From an optimization exercise on the open Yosys and OpenROAD flow, aimed at small area and a short achievable clock period; shortcuts taken in it are not production practice. RTL that was checked went through simulation tests only; none was proved equivalent to the original.

## run 2
## ROTATING_VECTORING
module ROTATING_VECTORING(clk,xi,yi,xf,yf);
 input clk;
 input [15:0] xi,yi;
 output [15:0] xf,yf;
  reg [15:0] a0, b0, c0;    
  reg        n0;            
  wire [15:0] a0n, b0n, c0n;
  wire [15:0] d0n;
  addc0 u_b0(.a(xi), .b(yi), .ci(1'b0), .s(b0n));
  add01 u_a0(.a(xi), .b(~yi), .s0(d0n), .s1(a0n));
  assign c0n = ~d0n;
  always @(posedge clk) begin
    a0 <= a0n; b0 <= b0n; c0 <= c0n; n0 <= yi[15];
  end
  wire [15:0] vx0 = n0 ? a0 : b0;
  wire [15:0] vy0 = n0 ? b0 : c0;
  reg [15:0] vx1r, vy1r;
  wire [15:0] vx1n_op = {{1{vy0[15]}}, vy0[15:1]} ^ {16{~(~vy0[15])}};
  wire [15:0] vy1n_op = {{1{vx0[15]}}, vx0[15:1]} ^ {16{~vy0[15]}};
  wire vx1n_ci = (vy0[15] & (|vy0[0:0])) ^ ~(~vy0[15]);
  wire vy1n_ci = (vx0[15] & (|vx0[0:0])) ^ (~vy0[15]);
  wire [15:0] vx1n_a = vx0;
  wire [15:0] vx1n_b = vx1n_op;
  wire [16:0] vx1n_g0 = {vx1n_a & vx1n_b, vx1n_ci};
  wire [16:0] vx1n_p0 = {vx1n_a ^ vx1n_b, 1'b0};
  wire [16:0] vx1n_g1, vx1n_p1;
  assign vx1n_g1[0] = vx1n_g0[0];
  assign vx1n_p1[0] = vx1n_p0[0];
  assign vx1n_g1[1] = vx1n_g0[1] | (vx1n_p0[1] & vx1n_g0[0]);
  assign vx1n_p1[1] = vx1n_p0[1] & vx1n_p0[0];
  assign vx1n_g1[2] = vx1n_g0[2];
  assign vx1n_p1[2] = vx1n_p0[2];
  assign vx1n_g1[3] = vx1n_g0[3] | (vx1n_p0[3] & vx1n_g0[2]);
  assign vx1n_p1[3] = vx1n_p0[3] & vx1n_p0[2];
  assign vx1n_g1[4] = vx1n_g0[4];
  assign vx1n_p1[4] = vx1n_p0[4];
  assign vx1n_g1[5] = vx1n_g0[5] | (vx1n_p0[5] & vx1n_g0[4]);
  assign vx1n_p1[5] = vx1n_p0[5] & vx1n_p0[4];
  assign vx1n_g1[6] = vx1n_g0[6];
  assign vx1n_p1[6] = vx1n_p0[6];
  ...
Size: roughly 500 flip-flops, roughly 65 I/O pins.
==> flow/config.mk <==
export PLATFORM = sky130hd
export DESIGN_NAME = ROTATING_VECTORING
export DESIGN_NICKNAME = ROTATING_VECTORING
export VERILOG_FILES = /design/flow/design.v
export SDC_FILE = /design/flow/constraint.sdc
export NUM_CORES = 4
export LEC_CHECK = 0
export CAP_MARGIN = 20
export CORE_MARGIN = 2
export CORE_UTILIZATION = 40
export SLEW_MARGIN = 20
export SYNTH_HIERARCHICAL = 1
==> flow/constraint.sdc <==
create_clock -name core_clock -period 12.0 [get_ports {clk}]
set_input_delay 2.4000 -clock core_clock [delete_from_list [all_inputs] [get_ports {clk}]]
set_output_delay 2.4000 -clock core_clock [all_outputs]
set_load 0.01 [all_outputs]
standard.sh (not shown) runs the stock make flow with config.mk's settings and CLKGATE_MAP_FILE= SYNTH_SCRIPT=/design/flow/synth_recipe.tcl, a recipe that flattens the netlist after the stock synthesis.
==> flow/flow/run.sh <==
#!/bin/bash
# Own layout flow: the standard ORFS flow, with timing repair aimed at a
# slack margin below the clock period and stronger port buffers.
set -euo pipefail
export SETUP_SLACK_MARGIN=8.6
export BUFFER_PORTS_ARGS="-buffer_cell sky130_fd_sc_hd__buf_2"
export CTS_ARGS="-sink_clustering_enable -repair_clock_nets -dont_use_dummy_load -sink_clustering_size 12 -sink_clustering_max_diameter 50 -buf_list {sky130_fd_sc_hd__clkbuf_4 sky130_fd_sc_hd__clkbuf_8}"
bash standard.sh > standard_flow.log 2>&1
Setup changes, run 2 to run 4
--- a/flow/design.v
+++ b/flow/design.v
@@ -1,23 +1,22 @@
 module ROTATING_VECTORING(clk,xi,yi,xf,yf);
  input clk;
  input [15:0] xi,yi;
  output [15:0] xf,yf;
-  reg [15:0] a0, b0, c0;    
+  reg [15:0] a0, b0, d0;    
   reg        n0;            
-  wire [15:0] a0n, b0n, c0n;
-  wire [15:0] d0n;
+  wire [15:0] a0n, b0n, d0n;
   addc0 u_b0(.a(xi), .b(yi), .ci(1'b0), .s(b0n));
-  add01 u_a0(.a(xi), .b(~yi), .s0(d0n), .s1(a0n));
-  assign c0n = ~d0n;
+  sub01 u_a0(.a(xi), .b(yi), .s0(d0n), .s1(a0n));
   always @(posedge clk) begin
-    a0 <= a0n; b0 <= b0n; c0 <= c0n; n0 <= yi[15];
+    a0 <= a0n; b0 <= b0n; d0 <= d0n; n0 <= yi[15];
   end
+  wire [15:0] c0 = ~d0;     
   wire [15:0] vx0 = n0 ? a0 : b0;
   wire [15:0] vy0 = n0 ? b0 : c0;
   reg [15:0] vx1r, vy1r;
   wire [15:0] vx1n_op = {{1{vy0[15]}}, vy0[15:1]} ^ {16{~(~vy0[15])}};
   wire [15:0] vy1n_op = {{1{vx0[15]}}, vx0[15:1]} ^ {16{~vy0[15]}};
   wire vx1n_ci = (vy0[15] & (|vy0[0:0])) ^ ~(~vy0[15]);
   wire vy1n_ci = (vx0[15] & (|vx0[0:0])) ^ (~vy0[15]);
   wire [15:0] vx1n_a = vx0;
   wire [15:0] vx1n_b = vx1n_op;
@@ -5492,22 +5491,22 @@
         end else begin : t
           assign g[(l+1)*17+i] = g[l*17+i];
           assign p[(l+1)*17+i] = p[l*17+i];
         end
       end
     end
   endgenerate
   assign s = a ^ b ^ g[5*17+15:5*17];
 endmodule
-module add01(input [15:0] a, input [15:0] b, output [15:0] s0, output [15:0] s1);
+module sub01(input [15:0] a, input [15:0] b, output [15:0] s0, output [15:0] s1);
   wire [5*16-1:0] g, p;
-  assign g[15:0] = a & b;
-  assign p[15:0] = a ^ b;
+  assign g[15:0] = a & ~b;
+  assign p[15:0] = ~(a ^ b);
   genvar i, l;
   generate
     for (l = 0; l < 4; l = l + 1) begin : lv
       for (i = 0; i < 16; i = i + 1) begin : nd
         if (i >= (1 << l)) begin : c
           assign g[(l+1)*16+i] = g[l*16+i] | (p[l*16+i] & g[l*16+i-(1<<l)]);
           assign p[(l+1)*16+i] = p[l*16+i] & p[l*16+i-(1<<l)];
         end else begin : t
           assign g[(l+1)*16+i] = g[l*16+i];
==> run notes <==
- Diff run 4..run 2 | sequential cell count | unchanged
- From run 2 to run 4 the numbers moved as follows: via count went up by 0.94%; register-to-register slack decreased by 0.16 ns relative to the old numbers.
- Run 4 vs run 2 — number of clock-tree buffers in the layout dropped 1.
- Delta (run 4 minus run 2): via count of the first global-routing pass increased by 870 relative to the old numbers; number of antenna repair diodes decreased by 1 relative to the old numbers.
- Re multiplexer fraction of the synthesized cell area: run 4 is 0.45 points down on run 2.
- Comparing run 2 and run 4, the lower relative slew slack was measured on run 4.
- On hold slack, run 4 does better than run 2.
- Looking at core area, run 4 sits above run 2.
- Comparing the two runs side by side, run 4 comes out behind run 2 on worst setup timing slack at the placement stage.
Function not checked in run 4: the RTL went through the layout flow alone.

[static timing again, ports no longer ideal]
The results above use ideal ports. As a check the final layouts listed here were re-extracted and re-timed, cells and wires unchanged.
Step 1 assumes that a clkbuf_16 drives the clock port and a buf_2 every other input.
Step 2 also shifts input and output timing later by t, the mid clock arrival at the registers, as if the neighbouring blocks saw the same clock.
a / b / c = no drivers / after step 1 / after step 2; a / b = the first two.
| run | t, ns | setup slack, ns | worst slew at a driven data input, ns |
|---|---|---|---|
| run 2 | 0.689 | 8.517 / 8.452 / 7.920 | 0.06 |
| run 4 | 0.682 | 8.502 / 8.445 / 7.954 | 0.07 |
After both steps every run listed still meets setup and hold. For run 2, which loses most, drivers alone change the setup slack by -0.065 ns; drivers and shift together by -0.597 ns.
